This is an optimization exercise on Yosys and OpenROAD, whose aim is small area and a short achievable clock period, not a production implementation.
No functional check of the RTL was part of any run shown here.

==> flow/design.v (outline; a module is shown in full before it is edited, if it fits) <==
// module addmuladd_3_stage_signed_18_bit_xor_reduction: 1343 lines
module addmuladd_3_stage_signed_18_bit_xor_reduction(
	input signed [17:0] a,
	input signed [17:0] b,
	input signed [17:0] c,
	input signed [17:0] d,
	output [17:0] out,
	input clk);
  // ...
==> flow/flow/run.sh <==
#!/bin/bash
# The standard layout (standard.sh), with these changes:
#  - after the standard synthesis, inverters around full-adder cells are removed by
#    flipping the polarity of full adders (invopt2.py); registers are not touched;
#  - ports are buffered with buf_1 cells (the resizer upsizes them where timing needs it);
#  - timing repair aims at a larger setup margin than the design's clock needs, so
#    the layout is optimised for the period it achieves.
set -euo pipefail
MARGIN=6.9
R=$PWD/orfs/results/sky130hd/addmuladd_3_stage_signed_18_bit_xor_reduction/base
bash standard.sh $R/1_2_yosys.v > synth.log 2>&1
cp $R/1_2_yosys.v $R/1_2_yosys_std.v
python3 flow/invopt2.py $R/1_2_yosys_std.v $R/1_2_yosys.v > invopt.log 2>&1
bash standard.sh SETUP_SLACK_MARGIN=$MARGIN "BUFFER_PORTS_ARGS=-buffer_cell sky130_fd_sc_hd__buf_1" finish > layout.log 2>&1
==> flow/flow/invopt2.py <==
#!/usr/bin/env python3
"""Global inverter minimisation around full adders in a flat Yosys netlist.

A full adder is self-dual: FA(~a, ~b, ~c) = (~sum, ~cout), so each sky130 fa cell may be
"flipped" (fed the complements of its inputs, giving the complements of its outputs)
without changing the function of the netlist. xor/xnor gates absorb an inverted input
by swapping xor <-> xnor, and an xor/xnor driver can give either polarity the same way.
This script removes every inverter, chooses the flips by local search to need as few
inverters as possible, and puts back one inverter per net that some load needs inverted.
Flip-flops and ports are not changed.
usage: invopt2.py IN.v OUT.v
"""
import re, sys, random

src = open(sys.argv[1]).read()
m_first = re.search(r'^\s*sky130_fd_sc_hd__\w+\s', src, re.M)
m_end = src.rfind('endmodule')
head = src[:m_first.start()]
cell_txt = src[m_first.start():m_end]
assert 'assign' not in cell_txt, 'assign statements are not handled'

cell_re = re.compile(r'(sky130_fd_sc_hd__\w+)\s+(\\\S+\s|\S+)\s*\((.*?)\);', re.S)
pin_re = re.compile(r'\.(\w+)\(\s*(\\\S+\s|[^()\s]+)\s*\)')
OUTPINS = {'X', 'Y', 'Q', 'Q_N', 'SUM', 'COUT', 'HI', 'LO'}

cells = {}
order = []
for m in cell_re.finditer(cell_txt):
    typ, name, body = m.group(1), m.group(2).strip(), m.group(3)
    cells[name] = [typ, {p: n.strip() for p, n in pin_re.findall(body)}]
    order.append(name)

ports_out = set()
for m in re.finditer(r'^\s*output\s+(\[(\d+):(\d+)\]\s*)?(\S+);', head, re.M):
    if m.group(1):
        hi, lo = int(m.group(2)), int(m.group(3))
        for i in range(min(hi, lo), max(hi, lo) + 1): ports_out.add(f"{m.group(4)}[{i}]")
    else:
        ports_out.add(m.group(4))

def kind(t):
    b = re.sub(r'^sky130_fd_sc_hd__', '', t)
    if re.match(r'(clk)?inv(lp)?_\d+$', b): return 'inv'
    if re.match(r'fa_\d+$', b): return 'fa'
    if re.match(r'x(n)?or[23]_\d+$', b): return 'xor'
    return 'other'

TOGGLE = {}
for k in ('2', '3'):
    for sz in ('1', '2', '4'):
        TOGGLE[f'sky130_fd_sc_hd__xor{k}_{sz}'] = f'sky130_fd_sc_hd__xnor{k}_{sz}'
        TOGGLE[f'sky130_fd_sc_hd__xnor{k}_{sz}'] = f'sky130_fd_sc_hd__xor{k}_{sz}'
def outpin(t): return 'Y' if re.match(r'sky130_fd_sc_hd__xnor2_', t) else 'X'

# inverters that drive ports stay as ordinary cells
invs = {n for n, (t, p) in cells.items() if kind(t) == 'inv' and p['Y'] not in ports_out}
for n, (t, p) in cells.items():
    if kind(t) == 'xor': assert t in TOGGLE, t
driver = {}
for n, (t, p) in cells.items():
    for pin, net in p.items():
        if pin in OUTPINS: driver[net] = (n, pin)

def resolve(net):
    par = 0
    while net in driver and driver[net][0] in invs:
        net = cells[driver[net][0]][1]['A']; par ^= 1
    return net, par

# sinks per root: (cell, pin, parity); ports as (None, net, parity)
sinks = {}
for n, (t, p) in cells.items():
    if n in invs: continue
    for pin, net in p.items():
        if pin in OUTPINS: continue
        r, q = resolve(net)
        sinks.setdefault(r, []).append((n, pin, q))
for net in ports_out:
    r, q = resolve(net)
    if r != net or net not in driver:
        sinks.setdefault(r, []).append((None, net, q))

fas = [n for n in order if kind(cells[n][0]) == 'fa']
pinned = set()
for f in fas:
    for pin in ('SUM', 'COUT'):
        if cells[f][1][pin] in ports_out: pinned.add(f)
phi = {f: 0 for f in fas}

def root_drv(r):
    d = driver.get(r)
    return d[0] if d else None

def root_cost(r):
    d = root_drv(r)
    pd = phi.get(d, 0) if d else 0
    s0 = s1 = False
    for (c, pin, q) in sinks.get(r, []):
        if c is not None and kind(cells[c][0]) == 'xor': continue
        need = q ^ (phi.get(c, 0) if c else 0) ^ pd
        if need: s1 = True
        else: s0 = True
    if d and kind(cells[d][0]) == 'xor' and r not in ports_out:
        return 1 if (s0 and s1) else 0
    return 1 if s1 else 0

roots = set(sinks)
fa_roots = {}
for f in fas:
    rs = set()
    t, p = cells[f]
    for pin, net in p.items():
        rs.add(resolve(net)[0] if pin not in OUTPINS else net)
    fa_roots[f] = [r for r in rs if r in roots]

def total():
    return sum(root_cost(r) for r in roots)

def delta(f):
    rs = fa_roots[f]
    b = sum(root_cost(r) for r in rs)
    phi[f] ^= 1
    a = sum(root_cost(r) for r in rs)
    phi[f] ^= 1
    return a - b

def descend():
    improved = True
    while improved:
        improved = False
        for f in fas:
            if f in pinned: continue
            if delta(f) < 0:
                phi[f] ^= 1; improved = True

before = len(invs)
descend()
best = dict(phi); best_cost = total()
rng = random.Random(1)
for it in range(60):
    phi.update(best)
    for f in rng.sample(fas, max(1, len(fas) // 10)):
        if f not in pinned: phi[f] ^= 1
    descend()
    c = total()
    if c < best_cost:
        best, best_cost = dict(phi), c
phi.update(best)

# rebuild
for n in invs: del cells[n]
new_wires = []
cnt = [0]
for r in sorted(roots):
    d = root_drv(r)
    pd = phi.get(d, 0) if d else 0
    need = []
    for (c, pin, q) in sinks[r]:
        nd = q ^ (phi.get(c, 0) if c else 0) ^ pd
        need.append((c, pin, nd))
    nonx = [x for x in need if x[0] is None or kind(cells[x[0]][0]) != 'xor']
    if d and kind(cells[d][0]) == 'xor' and r not in ports_out and nonx and all(x[2] for x in nonx):
        # give the inverted polarity at the driver
        t = cells[d][0]; o = outpin(t)
        cells[d][0] = TOGGLE[t]; del cells[d][1][o]; cells[d][1][outpin(cells[d][0])] = r
        need = [(c, pin, nd ^ 1) for (c, pin, nd) in need]
    rn = None
    for (c, pin, nd) in need:
        if c is not None and kind(cells[c][0]) == 'xor':
            cells[c][1][pin] = r
            if nd:
                t = cells[c][0]; o = outpin(t); on = cells[c][1].pop(o)
                cells[c][0] = TOGGLE[t]; cells[c][1][outpin(cells[c][0])] = on
            continue
        if c is None:
            # output port: its net must carry the value
            if nd == 0 and pin == r: continue
            cnt[0] += 1
            if nd:
                cells[f"_invopt_cell_{cnt[0]}_"] = ['sky130_fd_sc_hd__inv_1', {'A': r, 'Y': pin}]
            else:
                cells[f"_invopt_cell_{cnt[0]}_"] = ['sky130_fd_sc_hd__buf_1', {'A': r, 'X': pin}]
            order.append(f"_invopt_cell_{cnt[0]}_")
            continue
        if nd:
            if rn is None:
                cnt[0] += 1
                rn = f"_invopt_n{cnt[0]}_"
                new_wires.append(rn)
                cells[f"_invopt_cell_{cnt[0]}_"] = ['sky130_fd_sc_hd__inv_1', {'A': r, 'Y': rn}]
                order.append(f"_invopt_cell_{cnt[0]}_")
            cells[c][1][pin] = rn
        else:
            cells[c][1][pin] = r
after = sum(1 for t, p in cells.values() if kind(t) == 'inv')
sys.stderr.write(f"invopt2: inverters {before} -> {after} (flipped {sum(phi.values())} of {len(fas)} full adders)\n")

def fmt(n): return n + ' ' if n.startswith('\\') else n
out = [head.rstrip('\n') + '\n']
for w in new_wires: out.append(f"  wire {w};\n")
for name in order:
    if name not in cells: continue
    typ, pins = cells[name]
    pl = ",\n".join(f"    .{p}({fmt(n)})" for p, n in pins.items())
    out.append(f"  {typ} {fmt(name)} (\n{pl}\n  );\n")
out.append("endmodule\n")
open(sys.argv[2], 'w').write(''.join(out))
==> flow/standard.sh <==
#!/bin/bash
# synth_recipe.tcl (not shown) runs the flow's synth.tcl, then flattens the netlist and writes it again
# the make line also repeats each setting of config.mk as NAME=value (left out here)
make -C /OpenROAD-flow-scripts/flow DESIGN_CONFIG=/design/flow/config.mk WORK_HOME=/design/flow/orfs CLKGATE_MAP_FILE= SYNTH_SCRIPT=/design/flow/synth_recipe.tcl "${@:-finish}"
==> flow/config.mk <==
export PLATFORM = sky130hd
export DESIGN_NAME = addmuladd_3_stage_signed_18_bit_xor_reduction
export DESIGN_NICKNAME = addmuladd_3_stage_signed_18_bit_xor_reduction
export VERILOG_FILES = /design/flow/design.v
export SDC_FILE = /design/flow/constraint.sdc
export NUM_CORES = 4
export LEC_CHECK = 0
export ABC_AREA = 1
export CAP_MARGIN = 20
export CORE_MARGIN = 2
export CORE_UTILIZATION = 40
export CTS_BUF_LIST = sky130_fd_sc_hd__clkbuf_4 sky130_fd_sc_hd__clkbuf_8
export SLEW_MARGIN = 20
==> flow/constraint.sdc <==
create_clock -name core_clock -period 10.0 [get_ports {clk}]
set_input_delay 2.0000 -clock core_clock [delete_from_list [all_inputs] [get_ports {clk}]]
set_output_delay 2.0000 -clock core_clock [all_outputs]
set_load 0.01 [all_outputs]
==> flow_summary.yaml, run 1 <==
status:
  status: "complete, no violations"
grt:
  antenna_found_initial: 0
  grt_pass1_wl_um: 52100
sta:
  drv_slew: 0
  slew-limit-headroom_pct: 54.8
  fin_hold_ws_ns: 0.458
  hold_viol_final: 0
  worst_slack_ns: 6.90
placed_design:
  dp.cells: 1811
  place_area_sq_um: 13400
  gp_congestion: 0.897
clocking:
  cts_setup_buffers: 6
  cts_tree: "built"
layout:
  fin_util_pct: 45.1
  layout.non_clock_inverters: 159
  multi_input_area_sq_um: 9010
routing:
  drc: 0
  wl_met3_um: 2620
  ant_nets: 0
run:
  maxCapViolCount: 0
critical_path:
  cp_num_buf_inv: 1
  setup.worst_path.class: "reg -> out"
  critPathCapture: "out[0]"
==> run 2, diff against run 1 <==
--- a/flow/design.v
+++ b/flow/design.v
@@ -608,17 +608,17 @@
 	wire fs353;
 	wire fc354;
 	wire hs355;
 	wire hc356;
 	wire fs357;
 	wire fc358;
 	wire hs359;
 	wire hc360;
-	reg [83:0] q_r;
+	reg [76:0] q_r;
 	wire q0 = q_r[0];
 	wire q1 = q_r[1];
 	wire q2 = q_r[2];
 	wire q3 = q_r[3];
 	wire q4 = q_r[4];
 	wire q5 = q_r[5];
 	wire q6 = q_r[6];
 	wire q7 = q_r[7];
@@ -686,23 +686,16 @@
 	wire q69 = q_r[69];
 	wire q70 = q_r[70];
 	wire q71 = q_r[71];
 	wire q72 = q_r[72];
 	wire q73 = q_r[73];
 	wire q74 = q_r[74];
 	wire q75 = q_r[75];
 	wire q76 = q_r[76];
-	wire q77 = q_r[77];
-	wire q78 = q_r[78];
-	wire q79 = q_r[79];
-	wire q80 = q_r[80];
-	wire q81 = q_r[81];
-	wire q82 = q_r[82];
-	wire q83 = q_r[83];
 	assign pp0_0 = ((~(onen_r[0] | bn_r[0])) ^ neg_r[0]);
 	assign pp0_1 = ((~((onen_r[0] | bn_r[1]) & (twon_r[0] | bn_r[0]))) ^ neg_r[0]);
 	assign pp0_2 = ((~((onen_r[0] | bn_r[2]) & (twon_r[0] | bn_r[1]))) ^ neg_r[0]);
 	assign pp0_3 = ((~((onen_r[0] | bn_r[3]) & (twon_r[0] | bn_r[2]))) ^ neg_r[0]);
 	assign pp0_4 = ((~((onen_r[0] | bn_r[4]) & (twon_r[0] | bn_r[3]))) ^ neg_r[0]);
 	assign pp0_5 = ((~((onen_r[0] | bn_r[5]) & (twon_r[0] | bn_r[4]))) ^ neg_r[0]);
 	assign pp0_6 = ((~((onen_r[0] | bn_r[6]) & (twon_r[0] | bn_r[5]))) ^ neg_r[0]);
 	assign pp0_7 = ((~((onen_r[0] | bn_r[7]) & (twon_r[0] | bn_r[6]))) ^ neg_r[0]);
@@ -958,244 +951,244 @@
 	assign fs75 = pp2_7 ^ pp3_5 ^ pp4_3;
 	assign fc76 = (pp2_7 & pp3_5) | (pp2_7 & pp4_3) | (pp3_5 & pp4_3);
 	assign fs77 = pp5_1 ^ fc62 ^ fc64;
 	assign fc78 = (pp5_1 & fc62) | (pp5_1 & fc64) | (fc62 & fc64);
 	assign fs79 = fs73 ^ fs75 ^ fc66;
 	assign fc80 = (fs73 & fs75) | (fs73 & fc66) | (fs75 & fc66);
 	assign fs81 = fc68 ^ fs77 ^ fs79;
 	assign fc82 = (fc68 & fs77) | (fc68 & fs79) | (fs77 & fs79);
-	assign hs83 = q22 ^ q23;
-	assign hc84 = q22 & q23;
+	assign hs83 = fc70 ^ hc72;
+	assign hc84 = fc70 & hc72;
 	assign fs85 = c_r[12] ^ neg_r[6] ^ pp0_12;
 	assign fc86 = (c_r[12] & neg_r[6]) | (c_r[12] & pp0_12) | (neg_r[6] & pp0_12);
 	assign fs87 = pp1_10 ^ pp2_8 ^ pp3_6;
 	assign fc88 = (pp1_10 & pp2_8) | (pp1_10 & pp3_6) | (pp2_8 & pp3_6);
 	assign fs89 = pp4_4 ^ pp5_2 ^ pp6_0;
 	assign fc90 = (pp4_4 & pp5_2) | (pp4_4 & pp6_0) | (pp5_2 & pp6_0);
 	assign fs91 = fc74 ^ fc76 ^ fs85;
 	assign fc92 = (fc74 & fc76) | (fc74 & fs85) | (fc76 & fs85);
 	assign fs93 = fs87 ^ fs89 ^ fc78;
 	assign fc94 = (fs87 & fs89) | (fs87 & fc78) | (fs89 & fc78);
 	assign fs95 = fs91 ^ fc80 ^ fs93;
 	assign fc96 = (fs91 & fc80) | (fs91 & fs93) | (fc80 & fs93);
-	assign hs97 = q25 ^ q26;
-	assign hc98 = q25 & q26;
+	assign hs97 = q24 ^ q25;
+	assign hc98 = q24 & q25;
 	assign fs99 = c_r[13] ^ pp0_13 ^ pp1_11;
 	assign fc100 = (c_r[13] & pp0_13) | (c_r[13] & pp1_11) | (pp0_13 & pp1_11);
 	assign fs101 = pp2_9 ^ pp3_7 ^ pp4_5;
 	assign fc102 = (pp2_9 & pp3_7) | (pp2_9 & pp4_5) | (pp3_7 & pp4_5);
 	assign fs103 = pp5_3 ^ pp6_1 ^ fc86;
 	assign fc104 = (pp5_3 & pp6_1) | (pp5_3 & fc86) | (pp6_1 & fc86);
 	assign fs105 = fc88 ^ fc90 ^ fs99;
 	assign fc106 = (fc88 & fc90) | (fc88 & fs99) | (fc90 & fs99);
 	assign fs107 = fs101 ^ fc92 ^ fs103;
 	assign fc108 = (fs101 & fc92) | (fs101 & fs103) | (fc92 & fs103);
-	assign fs109 = q27 ^ q28 ^ q29;
-	assign fc110 = (q27 & q28) | (q27 & q29) | (q28 & q29);
-	assign hs111 = q30 ^ hc98;
-	assign hc112 = q30 & hc98;
+	assign fs109 = fs105 ^ fc94 ^ fs107;
+	assign fc110 = (fs105 & fc94) | (fs105 & fs107) | (fc94 & fs107);
+	assign hs111 = q27 ^ q28;
+	assign hc112 = q27 & q28;
 	assign fs113 = c_r[14] ^ neg_r[7] ^ pp0_14;
 	assign fc114 = (c_r[14] & neg_r[7]) | (c_r[14] & pp0_14) | (neg_r[7] & pp0_14);
 	assign fs115 = pp1_12 ^ pp2_10 ^ pp3_8;
 	assign fc116 = (pp1_12 & pp2_10) | (pp1_12 & pp3_8) | (pp2_10 & pp3_8);
 	assign fs117 = pp4_6 ^ pp5_4 ^ pp6_2;
 	assign fc118 = (pp4_6 & pp5_4) | (pp4_6 & pp6_2) | (pp5_4 & pp6_2);
 	assign fs119 = pp7_0 ^ fc100 ^ fc102;
 	assign fc120 = (pp7_0 & fc100) | (pp7_0 & fc102) | (fc100 & fc102);
 	assign fs121 = fs113 ^ fs115 ^ fs117;
 	assign fc122 = (fs113 & fs115) | (fs113 & fs117) | (fs115 & fs117);
 	assign fs123 = fc104 ^ fc106 ^ fs119;
 	assign fc124 = (fc104 & fc106) | (fc104 & fs119) | (fc106 & fs119);
-	assign fs125 = q31 ^ q32 ^ q33;
-	assign fc126 = (q31 & q32) | (q31 & q33) | (q32 & q33);
-	assign hs127 = hc112 ^ fc110;
-	assign hc128 = hc112 & fc110;
+	assign fs125 = fs121 ^ fc108 ^ fs123;
+	assign fc126 = (fs121 & fc108) | (fs121 & fs123) | (fc108 & fs123);
+	assign hs127 = q29 ^ q30;
+	assign hc128 = q29 & q30;
 	assign fs129 = c_r[15] ^ pp0_15 ^ pp1_13;
 	assign fc130 = (c_r[15] & pp0_15) | (c_r[15] & pp1_13) | (pp0_15 & pp1_13);
 	assign fs131 = pp2_11 ^ pp3_9 ^ pp4_7;
 	assign fc132 = (pp2_11 & pp3_9) | (pp2_11 & pp4_7) | (pp3_9 & pp4_7);
 	assign fs133 = pp5_5 ^ pp6_3 ^ pp7_1;
 	assign fc134 = (pp5_5 & pp6_3) | (pp5_5 & pp7_1) | (pp6_3 & pp7_1);
 	assign fs135 = fc114 ^ fc116 ^ fc118;
 	assign fc136 = (fc114 & fc116) | (fc114 & fc118) | (fc116 & fc118);
 	assign fs137 = fs129 ^ fs131 ^ fs133;
 	assign fc138 = (fs129 & fs131) | (fs129 & fs133) | (fs131 & fs133);
 	assign fs139 = fc120 ^ fc122 ^ fs135;
 	assign fc140 = (fc120 & fc122) | (fc120 & fs135) | (fc122 & fs135);
-	assign fs141 = q34 ^ q35 ^ q36;
-	assign fc142 = (q34 & q35) | (q34 & q36) | (q35 & q36);
-	assign hs143 = fc126 ^ fs141;
-	assign hc144 = fc126 & fs141;
+	assign fs141 = fs137 ^ fc124 ^ fs139;
+	assign fc142 = (fs137 & fc124) | (fs137 & fs139) | (fc124 & fs139);
+	assign hs143 = q31 ^ q32;
+	assign hc144 = q31 & q32;
 	assign fs145 = c_r[16] ^ pr8_r[0] ^ neg_r[8];
 	assign fc146 = (c_r[16] & pr8_r[0]) | (c_r[16] & neg_r[8]) | (pr8_r[0] & neg_r[8]);
 	assign fs147 = pp0_16 ^ pp1_14 ^ pp2_12;
 	assign fc148 = (pp0_16 & pp1_14) | (pp0_16 & pp2_12) | (pp1_14 & pp2_12);
 	assign fs149 = pp3_10 ^ pp4_8 ^ pp5_6;
 	assign fc150 = (pp3_10 & pp4_8) | (pp3_10 & pp5_6) | (pp4_8 & pp5_6);
 	assign fs151 = pp6_4 ^ pp7_2 ^ fs145;
 	assign fc152 = (pp6_4 & pp7_2) | (pp6_4 & fs145) | (pp7_2 & fs145);
 	assign fs153 = fc130 ^ fc132 ^ fc134;
 	assign fc154 = (fc130 & fc132) | (fc130 & fc134) | (fc132 & fc134);
 	assign fs155 = fs147 ^ fs149 ^ fs151;
 	assign fc156 = (fs147 & fs149) | (fs147 & fs151) | (fs149 & fs151);
 	assign fs157 = fc136 ^ fc138 ^ fs153;
 	assign fc158 = (fc136 & fc138) | (fc136 & fs153) | (fc138 & fs153);
-	assign fs159 = q37 ^ q38 ^ q39;
-	assign fc160 = (q37 & q38) | (q37 & q39) | (q38 & q39);
-	assign hs161 = fc142 ^ fs159;
-	assign hc162 = fc142 & fs159;
+	assign fs159 = fs155 ^ fc140 ^ fs157;
+	assign fc160 = (fs155 & fc140) | (fs155 & fs157) | (fc140 & fs157);
+	assign hs161 = q33 ^ q34;
+	assign hc162 = q33 & q34;
 	assign fs163 = ~(~c_r[17] ^ pr8_r[1]);
 	assign fc164 = ~c_r[17] | pr8_r[1];
 	assign fs165 = fs163 ^ fc146 ^ pp0_17;
 	assign fc166 = (fs163 & fc146) | (fs163 & pp0_17) | (fc146 & pp0_17);
 	assign fs167 = pp1_15 ^ pp2_13 ^ pp3_11;
 	assign fc168 = (pp1_15 & pp2_13) | (pp1_15 & pp3_11) | (pp2_13 & pp3_11);
 	assign fs169 = pp4_9 ^ pp5_7 ^ pp6_5;
 	assign fc170 = (pp4_9 & pp5_7) | (pp4_9 & pp6_5) | (pp5_7 & pp6_5);
 	assign fs171 = pp7_3 ^ fc148 ^ fc150;
 	assign fc172 = (pp7_3 & fc148) | (pp7_3 & fc150) | (fc148 & fc150);
 	assign fs173 = fc152 ^ fs165 ^ fs167;
 	assign fc174 = (fc152 & fs165) | (fc152 & fs167) | (fs165 & fs167);
 	assign fs175 = fs169 ^ fc154 ^ fs171;
 	assign fc176 = (fs169 & fc154) | (fs169 & fs171) | (fc154 & fs171);
 	assign fs177 = fc156 ^ fs173 ^ fc158;
 	assign fc178 = (fc156 & fs173) | (fc156 & fc158) | (fs173 & fc158);
-	assign fs179 = q40 ^ q41 ^ fc160;
-	assign fc180 = (q40 & q41) | (q40 & fc160) | (q41 & fc160);
+	assign fs179 = q35 ^ q36 ^ q37;
+	assign fc180 = (q35 & q36) | (q35 & q37) | (q36 & q37);
 	assign fs181 = pr8_r[2] ^ pr9_r[0] ^ neg_r[9];
 	assign fc182 = (pr8_r[2] & pr9_r[0]) | (pr8_r[2] & neg_r[9]) | (pr9_r[0] & neg_r[9]);
 	assign fs183 = fc164 ^ pp0_18 ^ pp1_16;
 	assign fc184 = (fc164 & pp0_18) | (fc164 & pp1_16) | (pp0_18 & pp1_16);
 	assign fs185 = pp2_14 ^ pp3_12 ^ pp4_10;
 	assign fc186 = (pp2_14 & pp3_12) | (pp2_14 & pp4_10) | (pp3_12 & pp4_10);
 	assign fs187 = pp5_8 ^ pp6_6 ^ pp7_4;
 	assign fc188 = (pp5_8 & pp6_6) | (pp5_8 & pp7_4) | (pp6_6 & pp7_4);
 	assign fs189 = fs181 ^ fc166 ^ fc168;
 	assign fc190 = (fs181 & fc166) | (fs181 & fc168) | (fc166 & fc168);
 	assign fs191 = fc170 ^ fs183 ^ fs185;
 	assign fc192 = (fc170 & fs183) | (fc170 & fs185) | (fs183 & fs185);
 	assign fs193 = fs187 ^ fc172 ^ fc174;
 	assign fc194 = (fs187 & fc172) | (fs187 & fc174) | (fc172 & fc174);
 	assign fs195 = fs189 ^ fs191 ^ fc176;
 	assign fc196 = (fs189 & fs191) | (fs189 & fc176) | (fs191 & fc176);
-	assign fs197 = q42 ^ q43 ^ q44;
-	assign fc198 = (q42 & q43) | (q42 & q44) | (q43 & q44);
+	assign fs197 = q38 ^ q39 ^ q40;
+	assign fc198 = (q38 & q39) | (q38 & q40) | (q39 & q40);
 	assign fs199 = ~(pr9_r[1] ^ fc182);
 	assign fc200 = pr9_r[1] | fc182;
 	assign fs201 = pp1_17 ^ pp2_15 ^ pp3_13;
 	assign fc202 = (pp1_17 & pp2_15) | (pp1_17 & pp3_13) | (pp2_15 & pp3_13);
 	assign fs203 = pp4_11 ^ pp5_9 ^ pp6_7;
 	assign fc204 = (pp4_11 & pp5_9) | (pp4_11 & pp6_7) | (pp5_9 & pp6_7);
 	assign fs205 = pp7_5 ^ pp8_3 ^ fs199;
 	assign fc206 = (pp7_5 & pp8_3) | (pp7_5 & fs199) | (pp8_3 & fs199);
 	assign fs207 = fc184 ^ fc186 ^ fc188;
 	assign fc208 = (fc184 & fc186) | (fc184 & fc188) | (fc186 & fc188);
 	assign fs209 = fs201 ^ fs203 ^ fs205;
 	assign fc210 = (fs201 & fs203) | (fs201 & fs205) | (fs203 & fs205);
 	assign fs211 = fc190 ^ fc192 ^ fs207;
 	assign fc212 = (fc190 & fc192) | (fc190 & fs207) | (fc192 & fs207);
-	assign fs213 = q45 ^ q46 ^ q47;
-	assign fc214 = (q45 & q46) | (q45 & q47) | (q46 & q47);
-	assign hs215 = q48 ^ fc198;
-	assign hc216 = q48 & fc198;
+	assign fs213 = fs209 ^ fc194 ^ fs211;
+	assign fc214 = (fs209 & fc194) | (fs209 & fs211) | (fc194 & fs211);
+	assign hs215 = q41 ^ q42;
+	assign hc216 = q41 & q42;
 	assign fs217 = pr9_r[2] ^ pp1_18 ^ pp2_16;
 	assign fc218 = (pr9_r[2] & pp1_18) | (pr9_r[2] & pp2_16) | (pp1_18 & pp2_16);
 	assign fs219 = pp3_14 ^ pp4_12 ^ pp5_10;
 	assign fc220 = (pp3_14 & pp4_12) | (pp3_14 & pp5_10) | (pp4_12 & pp5_10);
 	assign fs221 = pp6_8 ^ pp7_6 ^ pp8_4;
 	assign fc222 = (pp6_8 & pp7_6) | (pp6_8 & pp8_4) | (pp7_6 & pp8_4);
 	assign fs223 = fc200 ^ fc202 ^ fc204;
 	assign fc224 = (fc200 & fc202) | (fc200 & fc204) | (fc202 & fc204);
 	assign fs225 = fs217 ^ fs219 ^ fs221;
 	assign fc226 = (fs217 & fs219) | (fs217 & fs221) | (fs219 & fs221);
 	assign fs227 = fc206 ^ fc208 ^ fs223;
 	assign fc228 = (fc206 & fc208) | (fc206 & fs223) | (fc208 & fs223);
 	assign fs229 = fs225 ^ fc210 ^ fc212;
 	assign fc230 = (fs225 & fc210) | (fs225 & fc212) | (fc210 & fc212);
-	assign fs231 = q49 ^ q50 ^ fc214;
-	assign fc232 = (q49 & q50) | (q49 & fc214) | (q50 & fc214);
+	assign fs231 = q43 ^ q44 ^ q45;
+	assign fc232 = (q43 & q44) | (q43 & q45) | (q44 & q45);
 	assign fs233 = ~(pp2_17 ^ pp3_15);
 	assign fc234 = pp2_17 | pp3_15;
 	assign fs235 = pp4_13 ^ pp5_11 ^ pp6_9;
 	assign fc236 = (pp4_13 & pp5_11) | (pp4_13 & pp6_9) | (pp5_11 & pp6_9);
 	assign fs237 = pp7_7 ^ pp8_5 ^ pp9_3;
 	assign fc238 = (pp7_7 & pp8_5) | (pp7_7 & pp9_3) | (pp8_5 & pp9_3);
 	assign fs239 = fs233 ^ fc218 ^ fc220;
 	assign fc240 = (fs233 & fc218) | (fs233 & fc220) | (fc218 & fc220);
 	assign fs241 = fc222 ^ fs235 ^ fs237;
 	assign fc242 = (fc222 & fs235) | (fc222 & fs237) | (fs235 & fs237);
 	assign fs243 = fc224 ^ fc226 ^ fs239;
 	assign fc244 = (fc224 & fc226) | (fc224 & fs239) | (fc226 & fs239);
-	assign fs245 = q51 ^ q52 ^ q53;
-	assign fc246 = (q51 & q52) | (q51 & q53) | (q52 & q53);
-	assign hs247 = q54 ^ fs245;
-	assign hc248 = q54 & fs245;
+	assign fs245 = fs241 ^ fc228 ^ fs243;
+	assign fc246 = (fs241 & fc228) | (fs241 & fs243) | (fc228 & fs243);
+	assign hs247 = q46 ^ q47;
+	assign hc248 = q46 & q47;
 	assign fs249 = pp2_18 ^ pp3_16 ^ pp4_14;
 	assign fc250 = (pp2_18 & pp3_16) | (pp2_18 & pp4_14) | (pp3_16 & pp4_14);
 	assign fs251 = pp5_12 ^ pp6_10 ^ pp7_8;
 	assign fc252 = (pp5_12 & pp6_10) | (pp5_12 & pp7_8) | (pp6_10 & pp7_8);
 	assign fs253 = pp8_6 ^ pp9_4 ^ fc234;
 	assign fc254 = (pp8_6 & pp9_4) | (pp8_6 & fc234) | (pp9_4 & fc234);
 	assign fs255 = fc236 ^ fc238 ^ fs249;
 	assign fc256 = (fc236 & fc238) | (fc236 & fs249) | (fc238 & fs249);
 	assign fs257 = fs251 ^ fs253 ^ fc240;
 	assign fc258 = (fs251 & fs253) | (fs251 & fc240) | (fs253 & fc240);
 	assign fs259 = fc242 ^ fs255 ^ fc244;
 	assign fc260 = (fc242 & fs255) | (fc242 & fc244) | (fs255 & fc244);
-	assign fs261 = q55 ^ q56 ^ fc246;
-	assign fc262 = (q55 & q56) | (q55 & fc246) | (q56 & fc246);
+	assign fs261 = q48 ^ q49 ^ q50;
+	assign fc262 = (q48 & q49) | (q48 & q50) | (q49 & q50);
 	assign fs263 = ~(pp3_17 ^ pp4_15);
 	assign fc264 = pp3_17 | pp4_15;
 	assign fs265 = pp5_13 ^ pp6_11 ^ pp7_9;
 	assign fc266 = (pp5_13 & pp6_11) | (pp5_13 & pp7_9) | (pp6_11 & pp7_9);
 	assign fs267 = pp8_7 ^ pp9_5 ^ fs263;
 	assign fc268 = (pp8_7 & pp9_5) | (pp8_7 & fs263) | (pp9_5 & fs263);
 	assign fs269 = fc250 ^ fc252 ^ fs265;
 	assign fc270 = (fc250 & fc252) | (fc250 & fs265) | (fc252 & fs265);
 	assign fs271 = fc254 ^ fs267 ^ fc256;
 	assign fc272 = (fc254 & fs267) | (fc254 & fc256) | (fs267 & fc256);
-	assign fs273 = q57 ^ q58 ^ q59;
-	assign fc274 = (q57 & q58) | (q57 & q59) | (q58 & q59);
-	assign hs275 = q60 ^ fs273;
-	assign hc276 = q60 & fs273;
+	assign fs273 = fs269 ^ fc258 ^ fs271;
+	assign fc274 = (fs269 & fc258) | (fs269 & fs271) | (fc258 & fs271);
+	assign hs275 = q51 ^ q52;
+	assign hc276 = q51 & q52;
 	assign fs277 = pp3_18 ^ pp4_16 ^ pp5_14;
 	assign fc278 = (pp3_18 & pp4_16) | (pp3_18 & pp5_14) | (pp4_16 & pp5_14);
 	assign fs279 = pp6_12 ^ pp7_10 ^ pp8_8;
 	assign fc280 = (pp6_12 & pp7_10) | (pp6_12 & pp8_8) | (pp7_10 & pp8_8);
 	assign fs281 = pp9_6 ^ fc264 ^ fc266;
 	assign fc282 = (pp9_6 & fc264) | (pp9_6 & fc266) | (fc264 & fc266);
 	assign fs283 = fs277 ^ fs279 ^ fc268;
 	assign fc284 = (fs277 & fs279) | (fs277 & fc268) | (fs279 & fc268);
 	assign fs285 = fc270 ^ fs281 ^ fs283;
 	assign fc286 = (fc270 & fs281) | (fc270 & fs283) | (fs281 & fs283);
-	assign fs287 = q61 ^ q62 ^ fc274;
-	assign fc288 = (q61 & q62) | (q61 & fc274) | (q62 & fc274);
+	assign fs287 = q53 ^ q54 ^ q55;
+	assign fc288 = (q53 & q54) | (q53 & q55) | (q54 & q55);
 	assign fs289 = ~(pp4_17 ^ pp5_15);
 	assign fc290 = pp4_17 | pp5_15;
 	assign fs291 = pp6_13 ^ pp7_11 ^ pp8_9;
 	assign fc292 = (pp6_13 & pp7_11) | (pp6_13 & pp8_9) | (pp7_11 & pp8_9);
 	assign fs293 = pp9_7 ^ fs289 ^ fc278;
 	assign fc294 = (pp9_7 & fs289) | (pp9_7 & fc278) | (fs289 & fc278);
 	assign fs295 = fc280 ^ fs291 ^ fc282;
 	assign fc296 = (fc280 & fs291) | (fc280 & fc282) | (fs291 & fc282);
 	assign fs297 = fs293 ^ fc284 ^ fs295;
 	assign fc298 = (fs293 & fc284) | (fs293 & fs295) | (fc284 & fs295);
-	assign hs299 = q63 ^ q64;
-	assign hc300 = q63 & q64;
+	assign hs299 = q56 ^ q57;
+	assign hc300 = q56 & q57;
 	assign fs301 = pp4_18 ^ pp5_16 ^ pp6_14;
 	assign fc302 = (pp4_18 & pp5_16) | (pp4_18 & pp6_14) | (pp5_16 & pp6_14);
 	assign fs303 = pp7_12 ^ pp8_10 ^ pp9_8;
 	assign fc304 = (pp7_12 & pp8_10) | (pp7_12 & pp9_8) | (pp8_10 & pp9_8);
 	assign fs305 = fc290 ^ fc292 ^ fs301;
 	assign fc306 = (fc290 & fc292) | (fc290 & fs301) | (fc292 & fs301);
 	assign fs307 = fs303 ^ fc294 ^ fs305;
 	assign fc308 = (fs303 & fc294) | (fs303 & fs305) | (fc294 & fs305);
-	assign fs309 = q65 ^ q66 ^ q67;
-	assign fc310 = (q65 & q66) | (q65 & q67) | (q66 & q67);
+	assign fs309 = q58 ^ q59 ^ q60;
+	assign fc310 = (q58 & q59) | (q58 & q60) | (q59 & q60);
 	assign fs311 = ~(pp5_17 ^ pp6_15);
 	assign fc312 = pp5_17 | pp6_15;
 	assign fs313 = pp7_13 ^ pp8_11 ^ pp9_9;
 	assign fc314 = (pp7_13 & pp8_11) | (pp7_13 & pp9_9) | (pp8_11 & pp9_9);
 	assign fs315 = fs311 ^ fc302 ^ fc304;
 	assign fc316 = (fs311 & fc302) | (fs311 & fc304) | (fc302 & fc304);
 	assign fs317 = fs313 ^ fc306 ^ fs315;
 	assign fc318 = (fs313 & fc306) | (fs313 & fs315) | (fc306 & fs315);
@@ -1237,20 +1230,20 @@
 	assign fc354 = pp8_17 | pp9_15;
 	assign hs355 = fs353 ^ fc350;
 	assign hc356 = fs353 & fc350;
 	assign fs357 = pp8_18 ^ pp9_16 ^ fc354;
 	assign fc358 = (pp8_18 & pp9_16) | (pp8_18 & fc354) | (pp9_16 & fc354);
 	assign hs359 = pp9_17 ^ fc358;
 	assign hc360 = pp9_17 & fc358;
 	always @(posedge clk) begin
-		q_r <= {hs359, fs357, hc356, hs355, fc352, fs351, hc348, hs347, fc342, fs341, hc336, hs335, fc328, fs327, hc320, hs319, fc298, fs307, fc296, fs297, fc286, fs285, fc272, fc260, fs271, fc258, fs269, fs259, fs257, fc230, fs243, fc228, fs241, fs229, fs227, fc196, fs211, fc194, fs209, fs195, fc178, fs193, fs177, fs175, fs157, fc140, fs155, fs139, fc124, fs137, fs123, fc108, fs121, fc96, fs107, fc94, fs105, fs95, fc82, fs81, hc72, fc70, hs71, hc60, hs59, hc50, hs49, fs47, hs39, fs37, hs31, fs29, hs23, fs21, hs17, fs15, hs11, fs9, hs7, fs5, hs3, pp0_1, hs1, pp0_0};
+		q_r <= {hs359, fs357, hc356, hs355, fc352, fs351, hc348, hs347, fc342, fs341, hc336, hs335, fc328, fs327, hc320, hs319, fc298, fs307, fc296, fs297, fc286, fc274, fs285, fc272, fs273, fc260, fs259, fc246, fs257, fs245, fc230, fs229, fc214, fs227, fs213, fc196, fs195, fc178, fs193, fs177, fc160, fs175, fs159, fc142, fs141, fc126, fs125, fc110, fs109, fc96, hc84, fs95, fc82, hs83, fs81, hs71, hc60, hs59, hc50, hs49, fs47, hs39, fs37, hs31, fs29, hs23, fs21, hs17, fs15, hs11, fs9, hs7, fs5, hs3, pp0_1, hs1, pp0_0};
 	end
-	wire [35:0] x = {1'b1, q81, q79, q77, q75, q73, q71, q69, fc310, hc300, fc288, hc276, fc262, hc248, fc232, hc216, fs213, fc180, hc162, hc144, hc128, fs125, fs109, hc84, q24, q20, q18, q16, q14, q12, q10, q8, q6, q4, q2, q0};
-	wire [35:0] y = {q83, q82, q80, q78, q76, q74, q72, q70, q68, fs309, hs299, fs287, hs275, fs261, hs247, fs231, hs215, fs197, fs179, hs161, hs143, hs127, hs111, hs97, hs83, q21, q19, q17, q15, q13, q11, q9, q7, q5, q3, q1};
+	wire [35:0] x = {1'b1, q74, q72, q70, q68, q66, q64, q62, fc310, hc300, fc288, hc276, fc262, hc248, fc232, hc216, fc198, fc180, hc162, hc144, hc128, hc112, hc98, q26, q22, q20, q18, q16, q14, q12, q10, q8, q6, q4, q2, q0};
+	wire [35:0] y = {q76, q75, q73, q71, q69, q67, q65, q63, q61, fs309, hs299, fs287, hs275, fs261, hs247, fs231, hs215, fs197, fs179, hs161, hs143, hs127, hs111, hs97, q23, q21, q19, q17, q15, q13, q11, q9, q7, q5, q3, q1};
 	wire [35:0] qg = x & y, qp = x ^ y;
 	wire qG0_0 = qg[0], qP0_0 = qp[0];
 	wire qG0_1 = qg[1] | (qp[1] & qG0_0), qP0_1 = qp[1] & qP0_0;
 	wire qG0_2 = qg[2] | (qp[2] & qG0_1), qP0_2 = qp[2] & qP0_1;
 	wire qG0_3 = qg[3] | (qp[3] & qG0_2), qP0_3 = qp[3] & qP0_2;
 	wire qh0_0 = qG0_0 ^ qG0_1 ^ qG0_2 ^ qG0_3;
 	wire qhd_0 = qP0_0 ^ qP0_1 ^ qP0_2 ^ qP0_3;
 	wire qG1_0 = qg[4], qP1_0 = qp[4];
==> flow/flow/run.sh (replaced) <==
#!/bin/bash
# The standard layout (standard.sh), with these changes:
#  - after the standard synthesis, inverters around full-adder cells are removed by
#    flipping the polarity of full adders (invopt2.py); registers are not touched;
#  - ports are buffered with buf_1 cells (the resizer upsizes them where timing needs it);
#  - timing repair aims at a larger setup margin than the design's clock needs, so
#    the layout is optimised for the period it achieves.
set -euo pipefail
MARGIN=6.8
R=$PWD/orfs/results/sky130hd/addmuladd_3_stage_signed_18_bit_xor_reduction/base
bash standard.sh $R/1_2_yosys.v > synth.log 2>&1
cp $R/1_2_yosys.v $R/1_2_yosys_std.v
python3 flow/invopt2.py $R/1_2_yosys_std.v $R/1_2_yosys.v > invopt.log 2>&1
bash standard.sh SETUP_SLACK_MARGIN=$MARGIN "BUFFER_PORTS_ARGS=-buffer_cell sky130_fd_sc_hd__buf_1" finish > layout.log 2>&1
==> flow_summary.yaml, run 2 <==
critical_path:
  crit_arrival_ns: 3.56
  path_max_fanout: 19
  cp-end-kind: "flip-flop"
  setup.worst_path.class: "reg -> reg"
  critical_path_required_ns: 10.38
  cp-start-kind: "flip-flop"
layout:
  layout.cells.non_filler: 1857
  largest_register_ffs: 77
  drive_gt1_share_pct: 9.07
  fin_util_pct: 44.1
  top_regs: "q_r (77), bn_r (18), c_r (18)"
  finalNetCount: 1749
  layout_common_cells: "nand2_1 (160), inv_1 (157), o22ai_1 (153), xor2_1 (150), fa_1 (145)"
  antennaDiodeCount: 0
  area_delta_synth_final_pct: 8.58
  top_register: "q_r"
  layout_commonest_cell: "nand2_1"
placed_design:
  gp_congestion: 0.923
  place_hpwl_um: 24800
  numPortBuffers: 73
  dp.cells: 1808
grt:
  grtUsageTotal_pct: 20.4
  grt_pass1_wl_um: 52500
  antenna_found_initial: 0
  grt-ovfl-total: 0
  grt_max_degree: 21
  grt_pass1_vias: 9797
clocking:
  insertion_delay_ns: 0.49
  cts_buffers: 17
  clockRootBuffer: "clkbuf_8"
  clock-sinks: 150
  clk_pin_slew_ns: 0.10
  cts.htree.levels: 4
  cts_buffer_depth: 2
  cts_tree: "built"
floorplan:
  io_pins: 91
  start_util_pct: 40.6
  num_rows: 65
  fp.dieW_um: 183
  die_h_um: 183
  core_sq_um: 31600
  dieArea_sq_um: 33500
status:
  status: "complete, no violations"
sta:
  rsz0062_at_grt: "yes"
  fin_hold_ws_ns: 0.473
  worst_pin_slew_ns: 0.771
  finalCriticalPeriod_ns: 3.18
  post-route-period-util_pct: 31.8
  hold_viol_final: 0
  setup_violations: 0
  finClkSkew_ns: 0.0270
  final.setup.tns_ns: 0
  fmax_mhz: 315
  drv_slew: 0
  slew-limit-headroom_pct: 48.5
routing:
  ant_nets: 0
  num_vias: 9674
  dr.pass1.iters: 8
  drc: 0
  wirelength_um: 33200
  wl_per_cell_um: 17.9
  drt-initial-drc-count: 1028
  detail_route.vias_per_cell: 5.21
run:
  maxCapViolCount: 0
synthesis:
  synthesis.area_sq_um: 12800
  syn_inst: 1414
  syn_avg_cell_area_sq_um: 9.05
  yosysWarningCount: 1
hold_path:
  worst_hold_path_type: "reg -> reg"
run 2: cell count changes in the layout (fill, tap and decap cells not counted), sizes merged, moves of 3 or more:
| cell | change |
|---|---|
| dfxtp | -7 |
| o21ai | +8 |
| xnor2 | -15 |
| inv | +4 |
| o22ai | -4 |
| nor3 | +3 |
| o311ai | +6 |
| a31oi | -3 |
| a21oi | -3 |
| or2 | -3 |
| xor2 | +10 |
run 2: through the flow:
| stage | instance area, sq um | setup slack [ns] |
|---|---|---|
| 6_report | 13900 | 6.82 |
| 5_1_grt | 13900 | 6.78 |
| 4_1_cts | 13900 | 6.85 |
| 3_5_place_dp | 13300 | 6.32 |
| 3_3_place_gp | 13300 | 6.26 |
| 2_1_floorplan | 12900 | 6.80 |
run 2: critical path: stages (launching register included):
cell	delay [ns]
dfxtp_2	0.69
o22ai_1	0.19
xnor2_1	0.30
fa_1	0.49
fa_1	0.44
fa_1	0.54
fa_1	0.40
run 2: path summary, 6_finish.rpt:
| path | start | endpoint | slack (ns) | depth (start not counted) |
|---|---|---|---|---|
| max reg2reg | bn_r[7] | q_r[34] | 6.82 | 6 |
| max | bn_r[7] | q_r[34] | 6.82 | 6 |
| min | c_r[0] | q_r[1] | 0.47 | 1 |
| min reg2reg | c_r[0] | q_r[1] | 0.47 | 1 |
run 2: routing by layer:
metal	part of all wire [%]	wire, um	up-vias	GRT usage (%)
met5	0	0	-	0
met4	2.4	793	0	6.50
met1	42	14100	4532	26.4
met2	47	15600	453	34.2
met3	8.3	2750	79	4.39
li1	-	-	4610	-
run 2: area by class of cell:
class	count	area (sq um)
Fill cell	3071	17700
Clock inverter	15	203
Timing Repair Buffer	98	469
Clock buffer	17	234
Inverter	164	638
Tap cell	402	503
Sequential cell	150	3060
Multi-Input combinational cell	1011	8800
run 2: timing repair:
item | 4_1_cts | 5_1_grt
hold endpoints to repair | 0 | 0
cloned | 0 | 0
gates resized for setup | 40 | 9
endpoints found under the setup margin | 36 | 9
setup buffers | 16 | 1
hold buffers | 0 | 0
==> run 3, diff against run 2 <==
--- a/flow/flow/run.sh
+++ b/flow/flow/run.sh
@@ -7,5 +7,5 @@
 #    the layout is optimised for the period it achieves.
 set -euo pipefail
-MARGIN=6.8
+MARGIN=6.9
 R=$PWD/orfs/results/sky130hd/addmuladd_3_stage_signed_18_bit_xor_reduction/base
 bash standard.sh $R/1_2_yosys.v > synth.log 2>&1
==> flow_summary.yaml, run 3 <==
grt:
  grt-ovfl-total: 0
  grt_pass1_wl_um: 53600
  grtUsageMet1_pct: 27.0
  met3_usage_pct: 3.97
  use_met2_pct: 34.0
  grt_pass1_vias: 9961
  antenna_found_initial: 0
  grtUsageTotal_pct: 20.7
  grt_max_degree: 21
  gr-max-usage-layer: "met2"
placed_design:
  place_hpwl_um: 24900
  gp_congestion: 0.948
  place_area_sq_um: 13200
  numPortBuffers: 73
critical_path:
  reg2reg_slack_ns: 6.99
  crit_arrival_ns: 1.08
  path_max_fanout: 1
  critical_path_required_ns: 8.00
  cp_cell_sequence: "xor2_1 -> buf_2"
  crit_start: "par_r[0]"
  setup.worst_path.class: "reg -> out"
  critPathCapture: "out[0]"
  rr_worst_depth: 8
  crit_path_max_incr_delay_ns: 0.32
  path_depth: 2
  worstReg2RegEnd: "q_r[42]"
  slowest_stage: "dfxtp_2"
  cp-start-kind: "flip-flop"
  r2r-start: "neg_r[5]"
  cp-end-kind: "output pin"
  crit_family: "flip-flops"
  cp_num_buf_inv: 1
floorplan:
  num_rows: 65
  core_sq_um: 31600
  dieArea_sq_um: 33500
  io_pins: 91
  die_h_um: 183
  start_util_pct: 40.6
  fp.dieW_um: 183
sta:
  slew-limit-headroom_pct: 59.6
  rsz0062_at_grt: "yes"
  fmax_mhz: 325
  hold_viol_final: 0
  finalCriticalPeriod_ns: 3.08
  drv_slew: 0
  final.setup.tns_ns: 0
  setup_violations: 0
  worst_pin_slew_ns: 0.606
  finClkSkew_ns: 0.0156
  post-route-period-util_pct: 30.8
clocking:
  cts_buffers: 17
  clk_pin_slew_ns: 0.09
  insertion_delay_ns: 0.49
  cts_buffer_depth: 2
  cts_tree: "built"
  clockRootBuffer: "clkbuf_8"
  cts.htree.levels: 4
  cts_hold_buf: 0
  clock-sinks: 150
synthesis:
  syn_avg_cell_area_sq_um: 9.05
  yosysWarningCount: 1
  synthesis.area_sq_um: 12800
  syn_inst: 1414
layout:
  area_delta_synth_final_pct: 9.60
  largest_register_ffs: 77
  antennaDiodeCount: 0
  finalNetCount: 1758
  layout_commonest_cell: "nand2_1"
  drive_gt1_share_pct: 10.2
  top_register: "q_r"
  postLayoutCellArea_sq_um: 14000
  top_regs: "q_r (77), bn_r (18), c_r (18)"
  layout_common_cells: "nand2_1 (160), inv_1 (157), o22ai_1 (153), xor2_1 (150), fa_1 (145)"
routing:
  num_vias: 9745
  ant_nets: 0
  dr.pass1.iters: 8
  detail_route.vias_per_cell: 5.22
  drt-initial-drc-count: 1050
  wl_per_cell_um: 17.9
  drc: 0
  wirelength_um: 33500
run:
  maxCapViolCount: 0
status:
  status: "complete, no violations"
hold_path:
  worst_hold_path_type: "reg -> reg"
run 3: worst min path at each step:
stage,depth (start not counted),start,end,slack [ns]
after floorplan,1,c_r[0],q_r[1],0.42
after global placement,1,c_r[0],q_r[1],0.44
after detailed placement,1,c_r[0],q_r[1],0.45
after CTS,1,c_r[0],q_r[1],0.47
after global routing,1,c_r[0],q_r[1],0.50
final,1,c_r[0],q_r[1],0.46
run 3: metal layers:
layer,wire (um),up-vias
met2,15300,483
met3,2710,93
met5,0,-
met1,14300,4533
met4,1220,0
li1,-,4636
run 3: final cells by class:
| cell class | count | area [sq um] |
|---|---|---|
| fill | 3021 | 17500 |
| multi-input combinational | 1011 | 8810 |
| sequential | 150 | 3130 |
| inverter | 164 | 638 |
| timing repair buffer | 107 | 553 |
| tap | 402 | 503 |
| clock buffer | 17 | 234 |
| clock inverter | 15 | 161 |
run 3: metrics by stage:
step	setup WS, ns	instances	hold WS [ns]	util (%)
6_report	6.92	1866	0.460	44.5
5_1_grt	6.89	1866	0.495	44.5
4_1_cts	6.90	1855	0.468	43.9
3_5_place_dp	6.33	1806	0.446	42.0
3_3_place_gp	6.38	1806	0.441	42.0
2_1_floorplan	6.80	1430	0.420	-
run 3: repair_timing:
| item | in CTS | in global routing |
|---|---|---|
| pin swaps | 0 | 2 |
| resized for setup | 51 | 36 |
| endpoints found under the setup margin | 46 | 18 |
| buffers inserted | 17 | 11 |

## re-timing with driven ports
In the flow no input, the clock included, has a driving cell. The finished layouts below were timed again as built, in two steps.
Step 1 (the two cells are an assumption about what drives the block):
set clk [get_ports {clk}]
set_driving_cell -lib_cell sky130_fd_sc_hd__clkbuf_16 $clk
set_driving_cell -lib_cell sky130_fd_sc_hd__buf_2 [delete_from_list [all_inputs] $clk]
Step 2 also shifts input and output timing later by t, the mid clock arrival at the registers, as if the neighbouring blocks saw the same clock.
Slacks: ideal / step 1 / step 2; pairs: ideal / step 1.
run	t (ns)	slack for setup (ns)	hold slack, ns	cell pins on the clock port's net
run 1	0.514	6.901 / 6.857 / 6.416	0.458 / 0.458 / 0.458	1
run 2	0.524	6.821 / 6.821 / 6.541	0.473 / 0.473 / 0.473	1
run 3	0.528	6.924 / 6.880 / 6.567	0.460 / 0.460 / 0.460	1
After both steps setup and hold are still met in every run listed. For run 1, which loses most, drivers alone change the setup slack by -0.044 ns; drivers and shift together by -0.485 ns.
